This is an optimization exercise on Yosys and OpenROAD, whose aim is small area, not a production implementation. Where RTL was checked, it was by simulation tests only, not by an equivalence proof against the original.

==> flow/design.v (excerpt) <==
module CORDIC_COS_SIN #(
    parameter DATA_WIDTH = 16,
    parameter PHASE_WIDTH = 32,
    parameter STAGE = 16
) (
    input clk,
    input rst,
    input en,
    input mode,
    input signed [DATA_WIDTH-1:0] x0,
    input signed [DATA_WIDTH-1:0] y0,
    input signed [PHASE_WIDTH-1:0] phase,
    output valid,
    output [DATA_WIDTH:0] cos,
    output [DATA_WIDTH:0] sin
);
Settings: LEC_CHECK=0, ABC_AREA=1, CAP_MARGIN=20, CORE_MARGIN=2, CORE_UTILIZATION=55, CTS_BUF_LIST=sky130_fd_sc_hd__clkbuf_4 sky130_fd_sc_hd__clkbuf_8, CTS_CLUSTER_DIAMETER=60, CTS_CLUSTER_SIZE=30, GPL_TIMING_DRIVEN=0, SLEW_MARGIN=20; clock period 5.0 ns.
run.sh (not shown) runs the stock make flow with config.mk's settings and CLKGATE_MAP_FILE= SYNTH_SCRIPT=/design/flow/synth_recipe.tcl, a recipe that flattens the netlist after the stock synthesis.
The starting point completed with no timing, DRC or antenna violations.
==> next run, changes <==
CORE_UTILIZATION = 62   (was 55)
Result: Worst hold slack is about the same; clock skew climbs by 0.011 ns; wire length climbs by 1.5%; global-route usage climbs by 2.8 points; via count climbs by 1.7%; maximum frequency stays flat; die area drops by 11%; count of clock-buffer cells in the layout stays the same.
==> next run, changes <==
CORE_UTILIZATION = 55   (was 62)
SETUP_SLACK_MARGIN = -0.1   (was not set)
After rerunning: The changed run produced a clean layout; final area is lower by 1.8%; cell count is higher by 0.86%; setup slack loses 0.029 ns.
Function was not checked in any run of this note: the RTL went through the layout flow alone.

---

CORDIC_COS_SIN, a different RTL version from the one above (not shown whole).
Size: about 360 flip-flops, ~100 I/O pins, ~33000 µm² of cells after synthesis.
clock: 5.0 ns
lec_check: 0
abc_area: 1
cap_margin: 20
core_margin: 2
core_utilization: 55
cts_buf_list: sky130_fd_sc_hd__clkbuf_4 sky130_fd_sc_hd__clkbuf_8
cts_cluster_diameter: 60
cts_cluster_size: 30
gpl_timing_driven: 0
setup_slack_margin: -0.1
slew_margin: 20
standard.sh (not shown) runs the stock make flow with config.mk's settings and CLKGATE_MAP_FILE= SYNTH_SCRIPT=/design/flow/synth_recipe.tcl, a recipe that flattens the netlist after the stock synthesis.
==> flow/flow/run.sh <==
#!/bin/bash
set -euo pipefail
bash standard.sh BUFFER_PORTS_ARGS="-buffer_cell sky130_fd_sc_hd__buf_2" finish > standard_flow.log 2>&1
==> next run, changes <==
--- a/flow/config.mk
+++ b/flow/config.mk
@@ -16 +16 @@
-export SETUP_SLACK_MARGIN = -0.1
+export SETUP_SLACK_MARGIN = -0.2
Result:
- The changed run completed with no timing, DRC or antenna violations
- wire length drops slightly
- core utilization went down by 0.59 points
- fmax drops slightly
==> next run, changes <==
==> flow/run.sh (new file) <==
#!/bin/bash
# synth_recipe.tcl (not shown) runs the flow's synth.tcl, then flattens the netlist and writes it again
# the make line also repeats each setting of config.mk as NAME=value (left out here)
make -C /OpenROAD-flow-scripts/flow DESIGN_CONFIG=/design/flow/config.mk WORK_HOME=/design/flow/orfs CLKGATE_MAP_FILE= SYNTH_SCRIPT=/design/flow/synth_recipe.tcl finish
--- a/flow/config.mk
+++ b/flow/config.mk
@@ -11 +11 @@
-export CORE_UTILIZATION = 55
+export CORE_UTILIZATION = 50
@@ -16 +16 @@
-export SETUP_SLACK_MARGIN = -0.2
+export SETUP_SLACK_MARGIN = -0.1
removed: flow/flow/run.sh
removed: flow/standard.sh
- utilization came out lower by 3.9 points
- routed wire length stays flat
- clock skew is higher by 16 ps
- critical path depth does not change
- setup slack loses 14 ps
- design area is higher by 2.4%
- via count hardly moves
==> next run, changes <==
==> flow/flow/run.sh (new file) <==
#!/bin/bash
set -euo pipefail
bash standard.sh BUFFER_PORTS_ARGS="-buffer_cell sky130_fd_sc_hd__buf_1" finish > standard_flow.log 2>&1
==> flow/standard.sh (new file) <==
#!/bin/bash
# synth_recipe.tcl (not shown) runs the flow's synth.tcl, then flattens the netlist and writes it again
# the make line also repeats each setting of config.mk as NAME=value (left out here)
make -C /OpenROAD-flow-scripts/flow DESIGN_CONFIG=/design/flow/config.mk WORK_HOME=/design/flow/orfs CLKGATE_MAP_FILE= SYNTH_SCRIPT=/design/flow/synth_recipe.tcl "${@:-finish}"
--- a/flow/config.mk
+++ b/flow/config.mk
@@ -11 +11 @@
-export CORE_UTILIZATION = 50
+export CORE_UTILIZATION = 55
@@ -16 +16 @@
-export SETUP_SLACK_MARGIN = -0.1
+export SETUP_SLACK_MARGIN = -0.2
removed: flow/run.sh
Outcome:
- setup slack loses 38 ps
- wire length increases by 1.3%
- synthesized area does not change
- clock skew increases by 7.8 ps

---

rev 12:
CORDIC_COS_SIN again, from the RTL that the note above started with.
export LEC_CHECK = 0
export ABC_AREA = 1
export CAP_MARGIN = 20
export CORE_MARGIN = 2
export CORE_UTILIZATION = 55
export CTS_BUF_LIST = sky130_fd_sc_hd__clkbuf_4 sky130_fd_sc_hd__clkbuf_8
export CTS_CLUSTER_DIAMETER = 60
export CTS_CLUSTER_SIZE = 30
export GPL_TIMING_DRIVEN = 0
export SETUP_SLACK_MARGIN = -0.1
export SLEW_MARGIN = 20
create_clock -name core_clock -period 5.0 [get_ports {clk}]
==> flow/flow/run.sh <==
#!/bin/bash
set -euo pipefail
bash standard.sh BUFFER_PORTS_ARGS="-buffer_cell sky130_fd_sc_hd__buf_1" finish > standard_flow.log 2>&1
#### Input delta (rev 13 over rev 12)
==> flow/run.sh (new file) <==
#!/bin/bash
# synth_recipe.tcl (not shown) runs the flow's synth.tcl, then flattens the netlist and writes it again
# the make line also repeats each setting of config.mk as NAME=value (left out here)
make -C /OpenROAD-flow-scripts/flow DESIGN_CONFIG=/design/flow/config.mk WORK_HOME=/design/flow/orfs CLKGATE_MAP_FILE= SYNTH_SCRIPT=/design/flow/synth_recipe.tcl finish
removed: flow/flow/run.sh
removed: flow/standard.sh
Findings:
Diff rev 13..rev 12 | footprint of the multi-input gates | negligible. Summary of the comparison: final worst-path cycle share is lower in rev 13, relative to rev 12. On via count, rev 12 tracks rev 13 almost exactly. Diff rev 12 and rev 13: peak per-stage delay on the critical path lower in rev 12. Met3 wire length (rev 13 vs. rev 12) decreases by a little under 10%. After detailed routing, rev 12 needs more wire than rev 13. Setup WNS rev 12 -> rev 13: better. Final routed wire length divided by cell count is higher on rev 12. The global-route usage in rev 13 was lower than what rev 12 gave. Rev 13 ends up with a final critical path time including I/O delays and setup that is 0.013 ns lower than in rev 12. Between rev 12 and rev 13, the slew at the pin closest to its max-slew limit is lower for rev 13.

[static timing again, ports no longer ideal]
The results above use ideal ports. As a check the final layouts listed here were re-extracted and re-timed, cells and wires unchanged. Step 1: set_driving_cell puts a clkbuf_16 on clk and a buf_2 on each other input, an assumption about the parent block. Step 2 also shifts input and output timing later by t, the mid clock arrival at the registers, as if the neighbouring blocks saw the same clock. Three values: ideal ports, drivers, drivers and shift; two values: the first two.
| run | t, ns | slack for setup (ns) | worst data-port slew with drivers (ns) |
|---|---|---|---|
| the first run of note 1 | 0.666 | 0.138 / 0.138 / -0.342 | 0.06 |
| the second run of note 1 | 0.688 | 0.130 / 0.130 / -0.355 | 0.05 |
| the third run of note 1 | 0.663 | 0.101 / 0.101 / -0.279 | 0.06 |
| the first run of note 2 | 0.674 | 0.213 / 0.213 / -0.285 | 0.04 |
| the second run of note 2 | 0.674 | 0.180 / 0.180 / -0.420 | 0.04 |
| the third run of note 2 | 0.670 | 0.166 / 0.166 / -0.376 | 0.04 |
| the fourth run of note 2 | 0.685 | 0.128 / 0.128 / -0.293 | 0.04 |
| rev 12 | 0.684 | 0.174 / 0.174 / -0.268 | 0.04 |
| rev 13 | 0.665 | 0.187 / 0.187 / -0.361 | 0.05 |
Met with ideal ports but missed after step 2: setup timing in every run listed. The setup slack of the second run of note 2, which loses most, moves by 0.000 ns with the drivers and by -0.600 ns with both steps.
